What follows belongs to an exercise in optimizing a design on an open flow for small area; a production flow would make more cautious choices. RTL that was checked went through simulation tests only; none was proved equivalent to the original. Power figures rest on the tool's default switching activity, not on a simulated workload.

==> amber <==
## Solve
module Solve#(
    parameter Y=150,
    parameter X=200
)(
    input clk,
    input rst,
    input halt,
    input prepare,
    input start,
    input next,
    input switcher,
    input sw2,
    input auto,
    input keep,
    input [15:0] length,
    input [15:0] now,
    input [4:0] debug,
    output [15:0] dataput,
    output [31:0] dataput2,
    output wrong,
    output solved,
    output fakeclick,
    output [31:0] score,
    output signed [15:0] wwmodi,
    output ready,
    output wfresh,
    output [11:0] wcolorp,
    output [17:0] wBLOn,
    output nnote0,
    output [15:0] wnotex,wnotey,
    output [15:0] wperc,
    output endpass
);
export LEC_CHECK = 0
export CAP_MARGIN = 20
export CORE_MARGIN = 2
export CORE_UTILIZATION = 40
export SLEW_MARGIN = 20
export SYNTH_MEMORY_MAX_BITS = 65536
create_clock -name core_clock -period 10.0 [get_ports {clk}]
standard.sh (not shown) runs the stock make flow with config.mk's settings and CLKGATE_MAP_FILE= SYNTH_SCRIPT=/design/flow/synth_recipe.tcl, a recipe that flattens the netlist after the stock synthesis.
==> flow/flow/run.sh <==
#!/bin/bash
# Standard layout, with the port buffers made of the smallest buffer cell
# and a clock tree of smaller buffers without dummy loads.
export BUFFER_PORTS_ARGS="-buffer_cell sky130_fd_sc_hd__buf_1"
export CTS_ARGS="-sink_clustering_enable -repair_clock_nets -dont_use_dummy_load -buf_list sky130_fd_sc_hd__clkbuf_8 -sink_clustering_size 16"
bash standard.sh > standard.log 2>&1
==> zinc: changes against amber <==
--- a/flow/design.v
+++ b/flow/design.v
@@ -79,21 +79,26 @@
     input reset,
     input [15:0] now,
     input [15:0] fac,
     output [2:0] out,
     output signed [15:0] modi,
-    output ready
+    output ready,
+    output idle,
+    output [15:0] rm
 );
 reg [1:0] state;
 reg [2:0] res;
-reg [15:0] dec;              
+reg [15:0] dec;
 reg [15:0] rmodi;
-assign modi=rmodi;
 reg resd;
+wire wd=(state[1])||resd;        
+assign modi=wd?dec:rmodi;
+assign rm=rmodi;
 assign out=res;
 assign ready=resd;
-wire [15:0] r=rmodi;
+assign idle=(state==2'd0)&&!resd;
+wire [15:0] r=dec;
 wire rb=(r>=16'd65176);
 wire lt31 =(r<16'd31) |(rb&(r<16'd65207));
 wire lt46 =(r<16'd46) |(rb&(r<16'd65222));
 wire lt61 =(r<16'd61) |(rb&(r<16'd65237));
 wire lt180=(r<16'd180)|(rb&(r<16'd65356));
@@ -115,12 +120,12 @@
         add16={cc,s};
     end
 endfunction
 wire [16:0] facnow=add16(fac,~now,1'b1);
 wire [16:0] radj=add16(r,rsub?16'hfe98:16'h0168,1'b0);
-always @(posedge clk) dec<=facnow[15:0];
 always @ (posedge clk) begin
+    if(resd)rmodi<=dec;
     if(reset)begin
         state<=0;
         resd<=0;
         res<=0;
         rmodi<=0;
@@ -128,20 +133,20 @@
     case(state)
         2'd0:begin
             resd<=0;
             if(start)begin
                 state<=1;
+                dec<=facnow[15:0];
             end
         end
         2'd1:begin
-            rmodi<=dec;
             state<=2;
         end
         2'd2:begin
             state<=3;
             if(rsub||radd)begin
-                rmodi<=radj[15:0];
+                dec<=radj[15:0];
             end
             if(lt180)begin
                 if(!lt46)begin
                     if(!lt61)res<=3'b111;
                     else res<=3'b110;
@@ -1144,20 +1149,23 @@
 wire [16:0] cur1w=add16({8'd0,cur},16'd0,1'b1);
 wire [7:0] cur1=cur1w[7:0];
 reg [1:0] sn;                
 reg tillf;                   
 reg [3:0] ak;                
-reg signed [15:0] modi;
+reg [1:0] mk;                
+wire [15:0] rm;
+wire signed [15:0] modi=(mk==2'd0)?rm:(mk==2'd1)?16'd0:16'hffb0;
 reg [3:0] waitr;
 reg [3:0] cc;                
 reg fclick;
 reg fresh;
 reg dealtadd;
 reg invalidadd;
 reg preparing;
-reg beginscore;
-reg judgestart;
+wire jidle;
+wire beginscore=(state==READNOTE)&&!fresh&&!pz;
+wire judgestart=(state==WAITJUDGE)&&jidle;
 wire [7:0] nx,ny;
 wire anti,nd;
 wire [2:0] lc;
 memroad memroad(
     .a(cur),
@@ -1226,10 +1234,12 @@
 Judge judger(
     .clk(clk),
     .reset(rst),
     .start(judgestart),
     .ready(judgeready),
+    .idle(jidle),
+    .rm(rm),
     .now(outnow),
     .fac({7'd0,alldev}),
     .modi(wmodi),
     .out(jures)
 );
@@ -1240,14 +1250,15 @@
     .cal(beginscore),
     .dev(wmodi),
     .result(jures),
     .out(score)
 );
-wire [16:0] taskri_d=add16({7'd0,notel},modi,1'b0);
-reg [15:0] taskri;
-always @(posedge clk) taskri<=taskri_d[15:0];
-wire [16:0] dl=add16(length,~taskri,1'b1);           
+wire [16:0] tn_d=add16(modi,{7'd0,notel},1'b0);
+reg [15:0] tn;
+always @(posedge clk) tn<=~tn_d[15:0];
+wire [15:0] taskri=~tn;
+wire [16:0] dl=add16(length,tn,1'b1);                
 wire nb=dl[16];
 wire [15:0] d=dl[15:0];
 wire len_eq=(d==16'd0);                               
 wire ge80=(d>=16'd80);
 wire len_ge=(taskri>=16'hffb0)?(nb|ge80):(nb&ge80);   
@@ -1262,24 +1273,19 @@
 assign wnotey={8'd0,ny};
 assign solved=dealtadd&&(!invalidadd);
 assign fakeclick=fclick;
 assign wBLOn=(sn==2'd2)?XY:(sn==2'd3)?2*XY:18'd0;
 assign wfresh=fresh;
-reg [11:0] colorp;
-always @(*) begin
-    case(cc)
-        4'd12:colorp=12'h2f0;
-        4'd13:colorp=12'hff0;
-        4'd14:colorp=12'hf80;
-        4'd15:colorp=12'hf00;
-        4'd8:colorp=12'h0f2;
-        4'd9:colorp=12'h0ff;
-        4'd10:colorp=12'h08f;
-        4'd11:colorp=12'h22f;
-        default:colorp=12'h000;
-    endcase
-end
+wire [2:0] cj=cc[2:0];
+wire rf=cc[3]&cj[2]&(cj[1]|cj[0]);
+wire r2=cc[3]&((cj==3'd4)|(cj==3'd3));
+wire gf=cc[3]&!cj[1];
+wire g8=cc[3]&cj[1]&!cj[0];
+wire g2=cc[3]&(cj==3'd3);
+wire bf=cc[3]&!cj[2]&(cj[1]|cj[0]);
+wire b2=cc[3]&(cj==3'd0);
+wire [11:0] colorp={rf,rf,rf|r2,rf,gf|g8,gf,gf|g2,gf,bf,bf,bf|b2,bf};
 assign wcolorp=colorp;
 assign nnote0=!pz&&(rd?!cur[0]:cur[0]);
 assign endpass=(state==PASS);
 always @(posedge clk) begin
     if(rst)begin
@@ -1287,25 +1293,23 @@
         fclick<=0;
         fresh<=0;
         pz<=1;
         cur<=8'd255;
         sn<=0;
-        modi<=0;
+        mk<=2'd1;
         waitr<=0;
         preparing<=0;
         cc<=0;
         dealtadd<=0;
         invalidadd<=0;
-        beginscore<=0;
-        judgestart<=0;
     end else
     case(state)
         IDLE:begin
             if(prepare)begin
                 fresh<=0;
                 pz<=1;
-                modi<=0;
+                mk<=2'd1;
                 waitr<=15;
                 preparing<=1;
                 sn<=0;
                 ak<=0;
                 state<=READNOTE;
@@ -1319,11 +1323,10 @@
             end
         end
         READNOTE:begin
             fresh<=0;
             dealtadd<=0;
-            beginscore<=0;
             state<=README;
         end
         READINGSWI:begin
             fresh<=1;
             sn<=sn+2'd1;
@@ -1368,20 +1371,19 @@
                 if((early&&keep)||len_le)begin
                     state<=CACHEDEV;
                     invalidadd<=1;
                 end else begin
                     state<=WAITJUDGE;
-                    judgestart<=1;
                 end
             end else if(len_ge)begin
                 if(keep)begin
                     state<=CACHEDEV;
                     waitr<=4'd1;
                     fclick<=1;
                 end
                 else begin
-                    modi<=-16'sd80;
+                    mk<=2'd2;
                     cc<=4'd11;
                     state<=WRONG;
                 end
             end else if(auto)begin
                 if(len_eq)begin
@@ -1390,18 +1392,16 @@
                     fclick<=1;
                 end
             end
         end
         WAITJUDGE:begin
-            judgestart<=0;
             if(judgeready)begin
                 cc<={1'b1,jures};
-                modi<=wmodi;
+                mk<=2'd0;
                 if((!AC)&&(!keep))begin
                     state<=WRONG;
                 end else begin
-                    beginscore<=1;
                     state<=READNOTE;
                 end
             end
         end
         WRONG:begin
==> flow/flow/run.sh (replaced) <==
#!/bin/bash
# Standard layout, with the port buffers made of the smallest buffer cell
# and a clock tree of smaller buffers without dummy loads.
export BUFFER_PORTS_ARGS="-buffer_cell sky130_fd_sc_hd__buf_1"
export GPL_KEEP_OVERFLOW=0
export CTS_ARGS="-sink_clustering_enable -repair_clock_nets -dont_use_dummy_load -buf_list sky130_fd_sc_hd__clkbuf_8 -sink_clustering_size 16"
bash standard.sh > standard.log 2>&1
Settings changed: ABC_AREA set to 1, CORE_UTILIZATION 40 to 60.
==> results.yml <==
pwr:
  comb-power_mw: 1.07
place:
  place_inst: 2584
outcome:
  status: "complete, no violations"
layout:
  area_growth_pct: 5.308
  multi_input_cells: 1570
hold_path:
  min_path_cells: 2
global_routing:
  met2_usage_pct: 61.11
yosys:
  ys_seq_area_share_pct: 22.37
the above is filed under zinc

==> results.yml <==
layout:
  area_growth_pct: 7.138
  multi_input_cells: 1460
  regMostFlops: "scorer.score"
  nClkBuffers: 17
route:
  wl_met1_um: 22420
place:
  place_inst: 2503
pwr:
  comb-power_mw: 1.74
global_routing:
  met2_usage_pct: 43.06
  grt_util_met3_pct: 5.053
yosys:
  ys_seq_area_share_pct: 23.96
outcome:
  status: "complete, no violations"
clocking:
  ctsLongestPathBuffers: 2
hold_path:
  min_path_cells: 1
the above is filed under amber

Function was not checked in any run of this note: the RTL went through the layout flow alone.

* * *

==> build 8: inputs <==
Another version of the RTL of Solve (not shown whole).
Design Solve, start of the top module:
module Solve(clk, rst, halt, prepare, start, next, switcher, sw2, auto, keep, length, now, debug, dataput, dataput2, wrong, solved, fakeclick, score, wwmodi, ready
, wfresh, wcolorp, wBLOn, nnote0, wnotex, wnotey, wperc, endpass);
==> flow/config.mk <==
export PLATFORM = sky130hd
export DESIGN_NAME = Solve
export DESIGN_NICKNAME = Solve
export VERILOG_FILES = /design/flow/design.v
export SDC_FILE = /design/flow/constraint.sdc
export NUM_CORES = 4
export LEC_CHECK = 0
export CAP_MARGIN = 20
export CORE_MARGIN = 2
export CORE_UTILIZATION = 40
export SLEW_MARGIN = 20
export SYNTH_MEMORY_MAX_BITS = 65536
==> flow/constraint.sdc <==
create_clock -name core_clock -period 10.0 [get_ports {clk}]
set_input_delay 2.0000 -clock core_clock [delete_from_list [all_inputs] [get_ports {clk}]]
set_output_delay 2.0000 -clock core_clock [all_outputs]
set_load 0.01 [all_outputs]
==> flow/flow/run.sh <==
#!/bin/bash
# Standard layout, with the port buffers made of the smallest buffer cell
# and a clock tree of smaller buffers without dummy loads.
export BUFFER_PORTS_ARGS="-buffer_cell sky130_fd_sc_hd__buf_1"
export GPL_KEEP_OVERFLOW=0
export CTS_ARGS="-sink_clustering_enable -repair_clock_nets -dont_use_dummy_load -buf_list sky130_fd_sc_hd__clkbuf_8 -sink_clustering_size 16"
bash standard.sh > standard.log 2>&1
==> inputs of build 98, as changes to build 8 <==
--- a/flow/flow/run.sh
+++ b/flow/flow/run.sh
@@ -4,3 +4,2 @@
 export BUFFER_PORTS_ARGS="-buffer_cell sky130_fd_sc_hd__buf_1"
-export GPL_KEEP_OVERFLOW=0
 export CTS_ARGS="-sink_clustering_enable -repair_clock_nets -dont_use_dummy_load -buf_list sky130_fd_sc_hd__clkbuf_8 -sink_clustering_size 16"
==> summary of the runs <==
Build 98 completed without violations. Build 8 produced a clean layout. Worst hold slack: build 8 is worse than build 98 (0.029 ns). Critical path depth is the same in build 8 and build 98. Of build 98 and build 8, build 98 has the higher clock power (gap about 2%, measured against build 8). Area after synthesis is the same in build 8 and build 98. Between build 8 and build 98, the lower power is in build 8 (gap 1.1%, measured against build 98). Clock-buffer cell count is the same in build 8 and build 98.
==> figures <==
item	build 8	build 98
Run status	finished clean	finished clean
Largest net degree at the start of global routing	79	63
Endpoint required time on the critical path	10.34 ns	10.35 ns
Fill cell total of the finished layout	3737	3693
Post-layout min period	9.70 ns	9.68 ns
WL met3	4060 microns	3630 microns
Reg area	0.00347 sq mm	0.00345 sq mm
Multi-input gate share of the layout cell area	0.623	0.614
Maximum achievable frequency	0.103 GHz	0.103 GHz
Combinational power	0.00117 W	0.00122 W
Layout buffering overhead excluding clock cells	0.0600	0.0742
Slew margin rel.	0.273	0.261
Total routed wire length on the met1 layer	21500 microns	22400 microns
First-pass iteration count of the detailed router	6	5

==> separate check: timing with driven ports <==
How much do the figures lean on ideal ports? The routed layouts below were timed once more, with nothing changed but the port constraints.
Step 1 sets driving cells, clkbuf_16 on the clock port and buf_2 on the other inputs (assumed; they add their load-dependent delay and slew).
Step 2 adds t to the input delays and takes it off the output delays; t is the mean of the earliest and latest rising clock arrival at the registers after step 1. Input paths then give back, and output paths get back, about the clock's delay inside the block.
Three values: no drivers, after step 1, after step 2; two values: the first two.
run | t (ns) | slack for setup (ns) | worst data-port slew with drivers (ns)
amber | 0.504 | 0.506 / 0.532 / 0.029 | 0.06
zinc | 0.493 | 0.762 / 0.790 / 0.296 | 0.04
build 8 | 0.502 | 0.299 / 0.328 / -0.174 | 0.09
build 98 | 0.506 | 0.322 / 0.352 / -0.154 | 0.10
Met with ideal ports but missed after step 2: setup timing in build 8 and build 98. For amber, which loses most, drivers alone change the setup slack by +0.026 ns; drivers and shift together by -0.477 ns.
